From an optimization exercise on the open Yosys and OpenROAD flow, aimed at small area; shortcuts taken in it are not production practice. At most, simulation tests tie the RTL to the original design; equivalence was not proved. The clock input has no modelled driver; a real chip could not lean on it and would need a root buffer or a full tree. Power and IR drop assume default switching activity.

==> flow/design.v (excerpt) <==
module cpu (
  input  logic       CLOCK,
  input  logic       RESET,
  input  logic [7:0] read_bus,
  output logic [3:0] ctrl_bus,
  output logic [7:0] addr_bus,
  output logic [7:0] write_bus,
  output logic [7:0] OUT
);
==> module cpu, before the edit <==
module cpu (
  input  logic       CLOCK,
  input  logic       RESET,
  input  logic [7:0] read_bus,
  output logic [3:0] ctrl_bus,
  output logic [7:0] addr_bus,
  output logic [7:0] write_bus,
  output logic [7:0] OUT
);
  logic [3:0] st;
  logic       init_slot;
  logic [3:0] ph;    
  logic [7:0] a, l, ip, sp, t, opc, mar;
  logic       fc, fz, fs, fo, cy;
  logic is_cmp, is_arith, is_push, is_pop, is_jmp, is_jcc, is_jump, is_data, is_nop, is_hlt, is_nh;
  assign is_cmp   = (opc[7:6] == 2'b10);
  assign is_arith = (opc[7:6] == 2'b01) | is_cmp;
  assign is_push  = (opc[7:3] == 5'b11000);
  assign is_pop   = (opc[7:3] == 5'b11001);
  assign is_jmp   = (opc == 8'b11010000);
  assign is_jcc   = (opc[7:4] == 4'b1110);
  assign is_jump  = is_jmp | is_jcc;
  assign is_data  = ~(opc[7] & opc[6]) | is_push | is_pop;    
  assign is_nop   = (opc == 8'b11111110);
  assign is_nh    = ~is_data & ~is_jump;                       
  assign is_hlt   = is_nh & ~is_nop;
  logic [2:0] sm, dm;
  assign sm = is_pop ? 3'b101 : is_jump ? 3'b011 : opc[2:0];
  assign dm = is_push ? 3'b101 : is_pop ? opc[2:0] : opc[5:3];
  logic cb, taken;
  always_comb begin
    case (opc[3:1])
      3'b000:  cb = fo;
      3'b001:  cb = fc;
      3'b010:  cb = fz;
      3'b011:  cb = fc | fz;
      3'b100:  cb = fs;
      3'b101:  cb = ~opc[0];
      3'b110:  cb = fs ^ fo;
      default: cb = fz | (fs ^ fo);
    endcase
    taken = is_jmp | (cb ^ opc[0]);
  end
  logic a_bit, d_bit;
  logic [7:0] phs;   
  assign phs = {~ph[2] & ph[3], ~ph[1] & ph[2], ~ph[0] & ph[1], ph[3] & ph[0],
                ph[2] & ~ph[3], ph[1] & ~ph[2], ph[0] & ~ph[1], ~ph[3] & ~ph[0]};
  assign a_bit = |(a & phs);
  assign d_bit = |(read_bus & phs);
  logic xa, xsp, xip, xd, yt, yd, y1, neg, cin;
  logic ld_ip, ld_sp, ld_spl, ld_t, ld_l, clr_l, ld_f, ld_a, ld_opc, sh_mar, ld_mar, we, init;
  logic ph0, ph1, ph7;
  assign ph0 = phs[0];
  assign ph1 = phs[1];
  assign ph7 = phs[7];
  logic s_fa, s_fb, s_sa, s_sb, s_sc, s_da, s_db, s_cm;
  assign s_fa = ~st[3] & ~st[0];
  assign s_fb =  st[0] & ~st[1];
  assign s_sa =  st[1] & ~st[2];
  assign s_sb =  st[2] & ~st[3];
  assign s_sc =  st[3] &  st[0];
  assign s_da = ~st[0] &  st[1];
  assign s_db = ~st[1] &  st[2];
  assign s_cm = ~st[2] &  st[3];
  logic dst_ph, adr_sl, val_sl;
  logic [2:0] m;
  assign dst_ph = s_da | s_db | s_cm;
  assign m      = dst_ph ? dm : sm;
  assign adr_sl = s_sa | s_da;
  assign val_sl = s_sc | s_cm;
  assign xip    = s_fa | (adr_sl & m[1]) | (s_sc & is_jump);
  assign xa     = (adr_sl & ~m[1] & ~m[2]) | (val_sl & (m == 3'b000));
  assign xsp    = s_sb | (adr_sl & ~m[1] & m[2]) | (val_sl & (m == 3'b100));
  assign xd     = (s_sc & ~is_jump & (m[1:0] != 2'b00)) | (s_cm & (m[1] ^ m[0]));
  assign yt     = s_cm;
  assign yd     = s_sc & is_jump & taken;
  assign y1     = s_da & is_push;
  assign neg    = s_cm & is_cmp;
  assign cin    = s_fa | (adr_sl & m[1]) | s_sb;
  assign ld_ip  = (s_fa & ~is_hlt) | (s_sa & m[1] & ~is_nh) | (s_sc & is_jump)
                | (s_da & m[1] & ~m[0] & is_data);
  assign ld_sp  = (s_sb & is_pop) | (s_da & is_push);
  assign ld_spl = s_fa & is_data & (dm == 3'b100);
  assign ld_t   = s_sc;
  assign ld_l   = (s_sc & is_data & ~is_cmp) | (s_cm & is_arith & ~is_cmp);
  assign clr_l  = (s_sa & ~is_data) | init_slot;
  assign init   = init_slot;
  assign ld_f   = s_cm & is_arith;
  assign ld_a   = s_fa & is_data & (dm == 3'b000) & ph0;
  assign ld_opc = s_fb & ph1;
  assign sh_mar = s_fa | s_sa | s_da;
  assign ld_mar = ph1 & (s_sb | s_db) & (m[1:0] == 2'b10);
  assign we     = s_fa & ph0 & is_data & ((dm == 3'b101) | (dm[1:0] == 2'b10));
  logic xb, yb, seen, b, ci, sum, co;
  assign xb   = (xa & a_bit) | (xsp & sp[0]) | (xip & ip[0]) | (xd & d_bit);
  assign yb   = (yt & t[0]) | (yd & d_bit) | y1;
  assign seen = ~ph0 & fo;
  assign b    = yb ^ (neg & seen);
  assign ci   = ph0 ? cin : cy;
  assign sum  = xb ^ b ^ ci;
  assign co   = (xb & b) | (xb & ci) | (b & ci);
  always_ff @(posedge CLOCK) begin
    if (RESET) begin
      st <= 4'b1000;
      init_slot <= 1'b1;
      ph <= 4'd0;
      a  <= 8'd0;
      fc <= 1'b0; fz <= 1'b0; fs <= 1'b0; fo <= 1'b0;
      opc[7:6] <= 2'b00;
      opc[4:3] <= 2'b11;
    end else begin
      ph <= {ph[2:0], ~ph[3]};
      if (ph7) begin
        st <= {st[2:0], ~st[3]};
        init_slot <= 1'b0;
      end
      if (ld_a) a <= l;
      if (ld_f) begin
        fz <= (ph0 | fz) & ~sum;
        fo <= ph7 ? (~xb & ~(yb ^ neg) & sum) : (seen | yb);
        if (ph7) begin
          fs <= sum;
          fc <= co;
        end
      end
      if (ld_opc) begin
        opc[7:6] <= read_bus[7:6];
        opc[4:3] <= read_bus[4:3];
      end
    end
  end
  always_ff @(posedge CLOCK) begin
    cy <= co;
    l  <= {clr_l ? 1'b0 : ld_l ? sum : l[0], l[7:1]};
    ip <= {init | (ld_ip ? sum : ip[0]), ip[7:1]};
    sp <= {init ? ph7 : ld_sp ? sum : ld_spl ? l[0] : sp[0], sp[7:1]};
    t  <= {ld_t ? sum : t[0], t[7:1]};
    if (ld_opc) begin
      opc[5]   <= read_bus[5];
      opc[2:0] <= read_bus[2:0];
    end
    if (ld_mar) mar <= read_bus;
    else if (sh_mar) mar <= {sum, mar[7:1]};
  end
  assign addr_bus  = mar;
  assign write_bus = l;
  assign ctrl_bus  = {2'b00, we, 1'b0};
  assign OUT       = a;
endmodule
export LEC_CHECK = 0
export ABC_AREA = 1
export CAP_MARGIN = 20
export CORE_MARGIN = 2
export CORE_UTILIZATION = 70
export SLEW_MARGIN = 20
create_clock -name core_clock -period 5.0 [get_ports {CLOCK}]
standard.sh (not shown) runs the stock make flow with config.mk's settings and CLKGATE_MAP_FILE= SYNTH_SCRIPT=/design/flow/synth_recipe.tcl, a recipe that flattens the netlist after the stock synthesis.
==> flow/flow/run.sh <==
#!/bin/bash
# The standard layout (standard.sh) with these changes:
#  - synthesis maps logic with the ABC script flow/abc_area.script (ABC_AREA is 1). Synthesis
#    runs once for each ABC random seed in SEEDS and the smallest netlist is kept; everything
#    else in synthesis is the standard one, so the registers are the same in every run;
#  - ports are buffered with sky130_fd_sc_hd__buf_1;
#  - in place of the clock tree, the clock port drives four clkbuf_8, each placed at the
#    centre of a quarter of the flip-flops and driving their clock pins (flow/clock_buffers.tcl).
# Logs: make's output in synth_seed*.log and standard.log; each seed's Yosys log in
# yosys_seed*.log; each step's log in orfs/logs/.
set -euo pipefail
W=$(pwd)
R=$W/orfs/results/sky130hd/cpu/base
REP=$W/orfs/reports/sky130hd/cpu/base
LOGD=$W/orfs/logs/sky130hd/cpu/base
SEEDS="0 1 2 3 4 5 6 7"
for S in $SEEDS; do
  rm -rf scripts_s$S
  cp -r "$FLOW_HOME/scripts" scripts_s$S
  sed "s/@SEED@/$S/g" flow/abc_area.script > scripts_s$S/abc_area.script
done
export BUFFER_PORTS_ARGS="-buffer_cell sky130_fd_sc_hd__buf_1"
export PRE_CTS_TCL="$W/flow/clock_buffers.tcl"
export CTS_ONE_BUF=sky130_fd_sc_hd__clkbuf_8
export CTS_NBUF=4

best_area=""
first=1
for S in $SEEDS; do
  if [ $first = 1 ]; then
    SCRIPTS_DIR=$W/scripts_s$S bash standard.sh synth > synth_seed$S.log 2>&1
    first=0
  else
    SCRIPTS_DIR=$W/scripts_s$S bash standard.sh do-yosys > synth_seed$S.log 2>&1
  fi
  cp $LOGD/1_2_yosys.log yosys_seed$S.log
  area=$(sed -n "s/.*Chip area for module '\\\\cpu': \([0-9.]*\).*/\1/p" $REP/synth_stat.txt | head -1)
  echo "seed $S: area $area" | tee -a synth_seeds.txt
  if [ -z "$best_area" ] || awk -v a="$area" -v b="$best_area" 'BEGIN { exit !(a < b) }'; then
    best_area=$area
    cp $R/1_2_yosys.v best_1_2_yosys.v
    cp $REP/synth_stat.txt best_synth_stat.txt
    echo "seed $S is the best so far" | tee -a synth_seeds.txt
  fi
done
cp best_1_2_yosys.v $R/1_2_yosys.v
cp best_synth_stat.txt $REP/synth_stat.txt
touch $R/1_2_yosys.v
SCRIPTS_DIR=$W/scripts_s0 bash standard.sh > standard.log 2>&1
Other scripts of this flow, unchanged in this note and not shown: flow/flow/abc_area.script, flow/flow/clock_buffers.tcl
Edit:
--- a/flow/design.v
+++ b/flow/design.v
@@ -62,11 +62,11 @@
   assign s_da = ~st[0] &  st[1];
   assign s_db = ~st[1] &  st[2];
   assign s_cm = ~st[2] &  st[3];
   logic dst_ph, adr_sl, val_sl;
   logic [2:0] m;
-  assign dst_ph = s_da | s_db | s_cm;
+  assign dst_ph = s_fa | s_da | s_db | s_cm;    
   assign m      = dst_ph ? dm : sm;
   assign adr_sl = s_sa | s_da;
   assign val_sl = s_sc | s_cm;
   assign xip    = s_fa | (adr_sl & m[1]) | (s_sc & is_jump);
   assign xa     = (adr_sl & ~m[1] & ~m[2]) | (val_sl & (m == 3'b000));
@@ -78,21 +78,21 @@
   assign neg    = s_cm & is_cmp;
   assign cin    = s_fa | (adr_sl & m[1]) | s_sb;
   assign ld_ip  = (s_fa & ~is_hlt) | (s_sa & m[1] & ~is_nh) | (s_sc & is_jump)
                 | (s_da & m[1] & ~m[0] & is_data);
   assign ld_sp  = (s_sb & is_pop) | (s_da & is_push);
-  assign ld_spl = s_fa & is_data & (dm == 3'b100);
+  assign ld_spl = s_fa & is_data & (m == 3'b100);
   assign ld_t   = s_sc;
   assign ld_l   = (s_sc & is_data & ~is_cmp) | (s_cm & is_arith & ~is_cmp);
   assign clr_l  = (s_sa & ~is_data) | init_slot;
   assign init   = init_slot;
   assign ld_f   = s_cm & is_arith;
-  assign ld_a   = s_fa & is_data & (dm == 3'b000) & ph0;
+  assign ld_a   = s_fa & is_data & (m == 3'b000) & ph0;
   assign ld_opc = s_fb & ph1;
   assign sh_mar = s_fa | s_sa | s_da;
   assign ld_mar = ph1 & (s_sb | s_db) & (m[1:0] == 2'b10);
-  assign we     = s_fa & ph0 & is_data & ((dm == 3'b101) | (dm[1:0] == 2'b10));
+  assign we     = s_fa & ph0 & is_data & ((m == 3'b101) | (m[1:0] == 2'b10));
   logic xb, yb, seen, b, ci, sum, co;
   assign xb   = (xa & a_bit) | (xsp & sp[0]) | (xip & ip[0]) | (xd & d_bit);
   assign yb   = (yt & t[0]) | (yd & d_bit) | y1;
   assign seen = ~ph0 & fo;
   assign b    = yb ^ (neg & seen);
After rerunning: Global-route usage went down by 2.3 points; routed wire length went down by a few percent; worst hold slack is worse by 0.020 ns; register-to-register slack is worse by 0.12 ns; final area is about the same.
No run of this note takes its clock network from TritonCTS; it comes from the design's own scripts or RTL.

---

The RTL this note starts from:
==> flow/design.v <==
module cpu (
  input  logic       CLOCK,
  input  logic       RESET,
  input  logic [7:0] read_bus,
  output logic [3:0] ctrl_bus,
  output logic [7:0] addr_bus,
  output logic [7:0] write_bus,
  output logic [7:0] OUT
);
  localparam logic [3:0] F0     = 4'd0;   
  localparam logic [3:0] F1     = 4'd1;   
  localparam logic [3:0] DEC    = 4'd2;   
  localparam logic [3:0] J1     = 4'd3;   
  localparam logic [3:0] J2     = 4'd14;  
  localparam logic [3:0] S_I    = 4'd4;   
  localparam logic [3:0] S_D    = 4'd5;   
  localparam logic [3:0] INC    = 4'd6;   
  localparam logic [3:0] DST0   = 4'd7;   
  localparam logic [3:0] X_I    = 4'd8;   
  localparam logic [3:0] X_D    = 4'd9;   
  localparam logic [3:0] WB0    = 4'd10;  
  localparam logic [3:0] WB1    = 4'd11;  
  localparam logic [3:0] WB_I   = 4'd12;  
  localparam logic [3:0] WB_INC = 4'd13;  
  logic [3:0] st, st_n;
  logic [7:0] opc, t, l, a, sp, ip;
  logic       fc, fz, fs, fo;
  logic is_add, is_cmp, is_arith, is_push, is_pop, is_stk, is_jmp, is_jcc, is_hlt;
  assign is_add   = (opc[7:6] == 2'b01);
  assign is_cmp   = (opc[7:6] == 2'b10);
  assign is_arith = is_add | is_cmp;
  assign is_push  = (opc[7:3] == 5'b11000);
  assign is_pop   = (opc[7:3] == 5'b11001);
  assign is_stk   = is_push | is_pop;
  assign is_jmp   = (opc == 8'b11010000);
  assign is_jcc   = (opc[7:4] == 4'b1110);
  assign is_hlt   = (opc[7:6] == 2'b11) & ~is_stk & ~is_jmp & ~is_jcc & (opc != 8'b11111110);
  logic [2:0] sm, dm;
  assign sm = is_pop ? 3'b101 : (is_jmp | is_jcc) ? 3'b011 : opc[2:0];
  assign dm = is_push ? 3'b101 : is_pop ? opc[2:0] : opc[5:3];
  logic cb, taken;
  always_comb begin
    case (opc[3:1])
      3'b000:  cb = fo;
      3'b001:  cb = fc;
      3'b010:  cb = fz;
      3'b011:  cb = fc | fz;
      3'b100:  cb = fs;
      3'b101:  cb = ~opc[0];
      3'b110:  cb = fs ^ fo;
      default: cb = fz | (fs ^ fo);
    endcase
    taken = is_jmp | (cb ^ opc[0]);
  end
  logic xa, xsp, xip, xd, yt, inv, cin;
  logic [7:0] x, y, r;
  logic [8:0] c;
  assign x = ({8{xa}} & a) | ({8{xsp}} & sp) | ({8{xip}} & ip) | ({8{xd}} & read_bus);
  assign y = ({8{yt}} & t) ^ {8{inv}};
  always_comb begin
    c[0] = cin;
    for (int i = 0; i < 8; i++) begin
      r[i]   = x[i] ^ y[i] ^ c[i];
      c[i+1] = (x[i] & y[i]) | (x[i] & c[i]) | (y[i] & c[i]);
    end
  end
  logic ld_opc, ld_ip, ld_t, ld_l, clr_l, ld_f, ld_a, ld_sp_r, ld_sp_l, we;
  always_comb begin
    xa = 1'b0; xsp = 1'b0; xip = 1'b0; xd = 1'b0;
    yt = 1'b0; inv = 1'b0; cin = 1'b0;
    ld_opc = 1'b0; ld_ip = 1'b0; ld_t = 1'b0; ld_l = 1'b0; clr_l = 1'b0;
    ld_f = 1'b0; ld_a = 1'b0; ld_sp_r = 1'b0; ld_sp_l = 1'b0; we = 1'b0;
    st_n = F0;
    case (st)
      F0: begin
        xip = 1'b1;
        st_n = F1;
      end
      F1: begin
        xip = 1'b1; cin = ~is_hlt; ld_ip = 1'b1; ld_opc = 1'b1;
        st_n = DEC;
      end
      DEC: begin
        if (is_jmp | is_jcc) begin
          clr_l = 1'b1; xip = 1'b1;
          st_n = J1;
        end else if (~is_arith & (opc[7:6] != 2'b00) & ~is_stk) begin
          clr_l = 1'b1;   
          st_n = F0;
        end else begin
          case (sm[1:0])
            2'b00: begin
              xa = ~sm[2]; xsp = sm[2]; ld_t = 1'b1; ld_l = ~is_arith;
              st_n = is_arith ? DST0 : is_stk ? WB0 : WB1;
            end
            2'b01: begin
              xa = ~sm[2]; xsp = sm[2];
              st_n = S_D;
            end
            2'b10: begin
              xip = 1'b1;
              st_n = S_I;
            end
            default: begin
              xip = 1'b1;
              st_n = S_D;
            end
          endcase
        end
      end
      J1: begin
        xd = 1'b1; ld_t = 1'b1;
        st_n = J2;
      end
      J2: begin
        xip = 1'b1; yt = taken; cin = 1'b1; ld_ip = 1'b1;
        st_n = F0;
      end
      S_I: begin
        xd = 1'b1;
        st_n = S_D;
      end
      S_D: begin
        xd = 1'b1; ld_t = 1'b1; ld_l = ~is_arith;
        st_n = sm[1] ? INC : is_arith ? DST0 : is_stk ? WB0 : WB1;
      end
      INC: begin
        xip = 1'b1; cin = 1'b1; ld_ip = 1'b1;
        st_n = is_arith ? DST0 : is_stk ? WB0 : WB1;
      end
      DST0: begin
        case (dm[1:0])
          2'b00: begin
            xa = ~dm[2]; xsp = dm[2]; yt = 1'b1; inv = is_cmp; cin = is_cmp;
            ld_f = 1'b1; ld_l = ~is_cmp;
            st_n = WB1;
          end
          2'b01: begin
            xa = ~dm[2]; xsp = dm[2];
            st_n = X_D;
          end
          2'b10: begin
            xip = 1'b1;
            st_n = X_I;
          end
          default: begin
            yt = 1'b1; inv = is_cmp; cin = is_cmp;
            ld_f = 1'b1; ld_l = ~is_cmp;
            st_n = F0;
          end
        endcase
      end
      X_I: begin
        xd = 1'b1;
        st_n = X_D;
      end
      X_D: begin
        xd = 1'b1; yt = 1'b1; inv = is_cmp; cin = is_cmp;
        ld_f = 1'b1; ld_l = ~is_cmp;
        st_n = WB1;
      end
      WB0: begin
        xsp = 1'b1; inv = is_push; cin = is_pop; ld_sp_r = 1'b1;
        st_n = WB1;
      end
      WB1: begin
        case (dm[1:0])
          2'b00: begin
            ld_a = ~dm[2]; ld_sp_l = dm[2];
            st_n = F0;
          end
          2'b01: begin
            xsp = 1'b1; we = dm[2];
            st_n = F0;
          end
          2'b10: begin
            xip = 1'b1;
            st_n = WB_I;
          end
          default: st_n = F0;
        endcase
      end
      WB_I: begin
        xd = 1'b1; we = 1'b1;
        st_n = WB_INC;
      end
      WB_INC: begin
        xip = 1'b1; cin = 1'b1; ld_ip = 1'b1;
        st_n = F0;
      end
      default: st_n = F0;
    endcase
  end
  logic nc, nz, ns, no;
  assign nc = c[8] & (is_add | (|t));
  assign nz = ~|r;
  assign ns = r[7];
  assign no = ~x[7] & ~y[7] & r[7];
  always_ff @(posedge CLOCK) begin
    if (RESET) begin
      st <= F0;
      ip <= 8'd0;
      a  <= 8'd0;
      sp <= 8'h80;
      l  <= 8'd0;
      fc <= 1'b0; fz <= 1'b0; fs <= 1'b0; fo <= 1'b0;
      opc[7] <= 1'b0;
    end else begin
      st <= st_n;
      if (ld_ip) ip <= r;
      if (ld_a) a <= l;
      if (ld_sp_r) sp <= r;
      else if (ld_sp_l) sp <= l;
      if (clr_l) l <= 8'd0;
      else if (ld_l) l <= r;
      if (ld_f) begin
        fc <= nc; fz <= nz; fs <= ns; fo <= no;
      end
      if (ld_opc) opc[7] <= read_bus[7];
    end
  end
  always_ff @(posedge CLOCK) begin
    if (ld_opc) opc[6:0] <= read_bus[6:0];
    if (ld_t) t <= r;
  end
  assign addr_bus  = x;
  assign write_bus = l;
  assign ctrl_bus  = {2'b00, we, 1'b0};
  assign OUT       = a;
endmodule
export LEC_CHECK = 0
export ABC_AREA = 1
export CAP_MARGIN = 20
export CORE_MARGIN = 2
export CORE_UTILIZATION = 40
export SLEW_MARGIN = 20
create_clock -name core_clock -period 5.0 [get_ports {CLOCK}]
run.sh (not shown) runs the stock make flow with config.mk's settings and CLKGATE_MAP_FILE= SYNTH_SCRIPT=/design/flow/synth_recipe.tcl, a recipe that flattens the netlist after the stock synthesis.
Stock flow here: none of the scripts above is used.
The starting point finished but failed the layout checks on setup timing.
Edit:
--- a/flow/design.v
+++ b/flow/design.v
@@ -57,11 +57,17 @@
   logic [8:0] c;
   assign x = ({8{xa}} & a) | ({8{xsp}} & sp) | ({8{xip}} & ip) | ({8{xd}} & read_bus);
   assign y = ({8{yt}} & t) ^ {8{inv}};
+  logic [7:0] p, g;
+  assign p = x ^ y;
+  assign g = x & y;
   always_comb begin
     c[0] = cin;
     for (int i = 0; i < 8; i++) begin
-      r[i]   = x[i] ^ y[i] ^ c[i];
-      c[i+1] = (x[i] & y[i]) | (x[i] & c[i]) | (y[i] & c[i]);
+      if (i == 4)
+        c[4] = g[3] | (p[3] & g[2]) | (p[3] & p[2] & g[1]) | (p[3] & p[2] & p[1] & g[0])
+             | (p[3] & p[2] & p[1] & p[0] & cin);
+      r[i]   = p[i] ^ c[i];
+      if (i != 3) c[i+1] = g[i] | (p[i] & c[i]);
     end
   end
   logic ld_opc, ld_ip, ld_t, ld_l, clr_l, ld_f, ld_a, ld_sp_r, ld_sp_l, we;
@@ -128,15 +134,15 @@
         xip = 1'b1; cin = 1'b1; ld_ip = 1'b1;
         st_n = is_arith ? DST0 : is_stk ? WB0 : WB1;
       end
-      DST0: begin
-        case (dm[1:0])
+      DST0: begin   
+        case (opc[4:3])
           2'b00: begin
-            xa = ~dm[2]; xsp = dm[2]; yt = 1'b1; inv = is_cmp; cin = is_cmp;
-            ld_f = 1'b1; ld_l = ~is_cmp;
+            xa = ~opc[5]; xsp = opc[5]; yt = 1'b1; inv = opc[7]; cin = opc[7];
+            ld_f = 1'b1; ld_l = ~opc[7];
             st_n = WB1;
           end
           2'b01: begin
-            xa = ~dm[2]; xsp = dm[2];
+            xa = ~opc[5]; xsp = opc[5];
             st_n = X_D;
           end
           2'b10: begin
@@ -144,8 +150,8 @@
             st_n = X_I;
           end
           default: begin
-            yt = 1'b1; inv = is_cmp; cin = is_cmp;
-            ld_f = 1'b1; ld_l = ~is_cmp;
+            yt = 1'b1; inv = opc[7]; cin = opc[7];
+            ld_f = 1'b1; ld_l = ~opc[7];
             st_n = F0;
           end
         endcase
@@ -155,12 +161,12 @@
         st_n = X_D;
       end
       X_D: begin
-        xd = 1'b1; yt = 1'b1; inv = is_cmp; cin = is_cmp;
-        ld_f = 1'b1; ld_l = ~is_cmp;
+        xd = 1'b1; yt = 1'b1; inv = opc[7]; cin = opc[7];
+        ld_f = 1'b1; ld_l = ~opc[7];
         st_n = WB1;
       end
       WB0: begin
-        xsp = 1'b1; inv = is_push; cin = is_pop; ld_sp_r = 1'b1;
+        xsp = 1'b1; inv = ~opc[3]; cin = opc[3]; ld_sp_r = 1'b1;   
         st_n = WB1;
       end
       WB1: begin
@@ -192,7 +198,7 @@
     endcase
   end
   logic nc, nz, ns, no;
-  assign nc = c[8] & (is_add | (|t));
+  assign nc = c[8] & (~opc[7] | (|t));
   assign nz = ~|r;
   assign ns = r[7];
   assign no = ~x[7] & ~y[7] & r[7];
=>
- Now the flow ran to the end with no violations
- count of clock-buffer cells in the layout is unchanged
- total power rises by a few percent
- cell count is about the same
- synthesized area falls by a few percent
- hold slack improves by 8.5 ps
- die area falls by a few percent
- first-iteration DRC count rises slightly
- clock power rises by roughly a tenth
- clock skew hardly moves
- via count rises by a few percent
- fmax rises by roughly a tenth
- global-route usage rises by 0.20 points
The RTL of the first run of this note was laid out without a check of its function.

-- re-timing with driven ports --
The flow's constraints put no driver on any port. The routed layouts listed below were extracted and timed again, unchanged, in two steps. Step 1: set_driving_cell puts a clkbuf_16 on CLOCK and a buf_2 on each other input, an assumption about the parent block. Step 2, shift: input delay + t, output delay - t, t = (earliest + latest rising clock arrival at the registers) / 2. This alone moves slack from input paths to output paths. Slacks: no drivers / after step 1 / after step 2; pairs: no drivers / after step 1.
run | t, ns | setup WS [ns] | latest minus earliest clock arrival (ns)
the first run of note 1 | 0.211 | 1.160 / 1.160 / 1.107 | 0.011 / 0.011
the second run of note 1 | 0.214 | 1.044 / 1.044 / 1.044 | 0.017 / 0.017
the first run of note 2 | 0.341 | -0.466 / -0.466 / -0.466 | 0.011 / 0.011
the second run of note 2 | 0.357 | 0.125 / 0.125 / -0.030 | 0.012 / 0.012
Met with ideal ports but missed after step 2: setup timing in the second run of note 2. For the second run of note 2, which loses most, drivers alone change the setup slack by 0.000 ns; drivers and shift together by -0.155 ns.
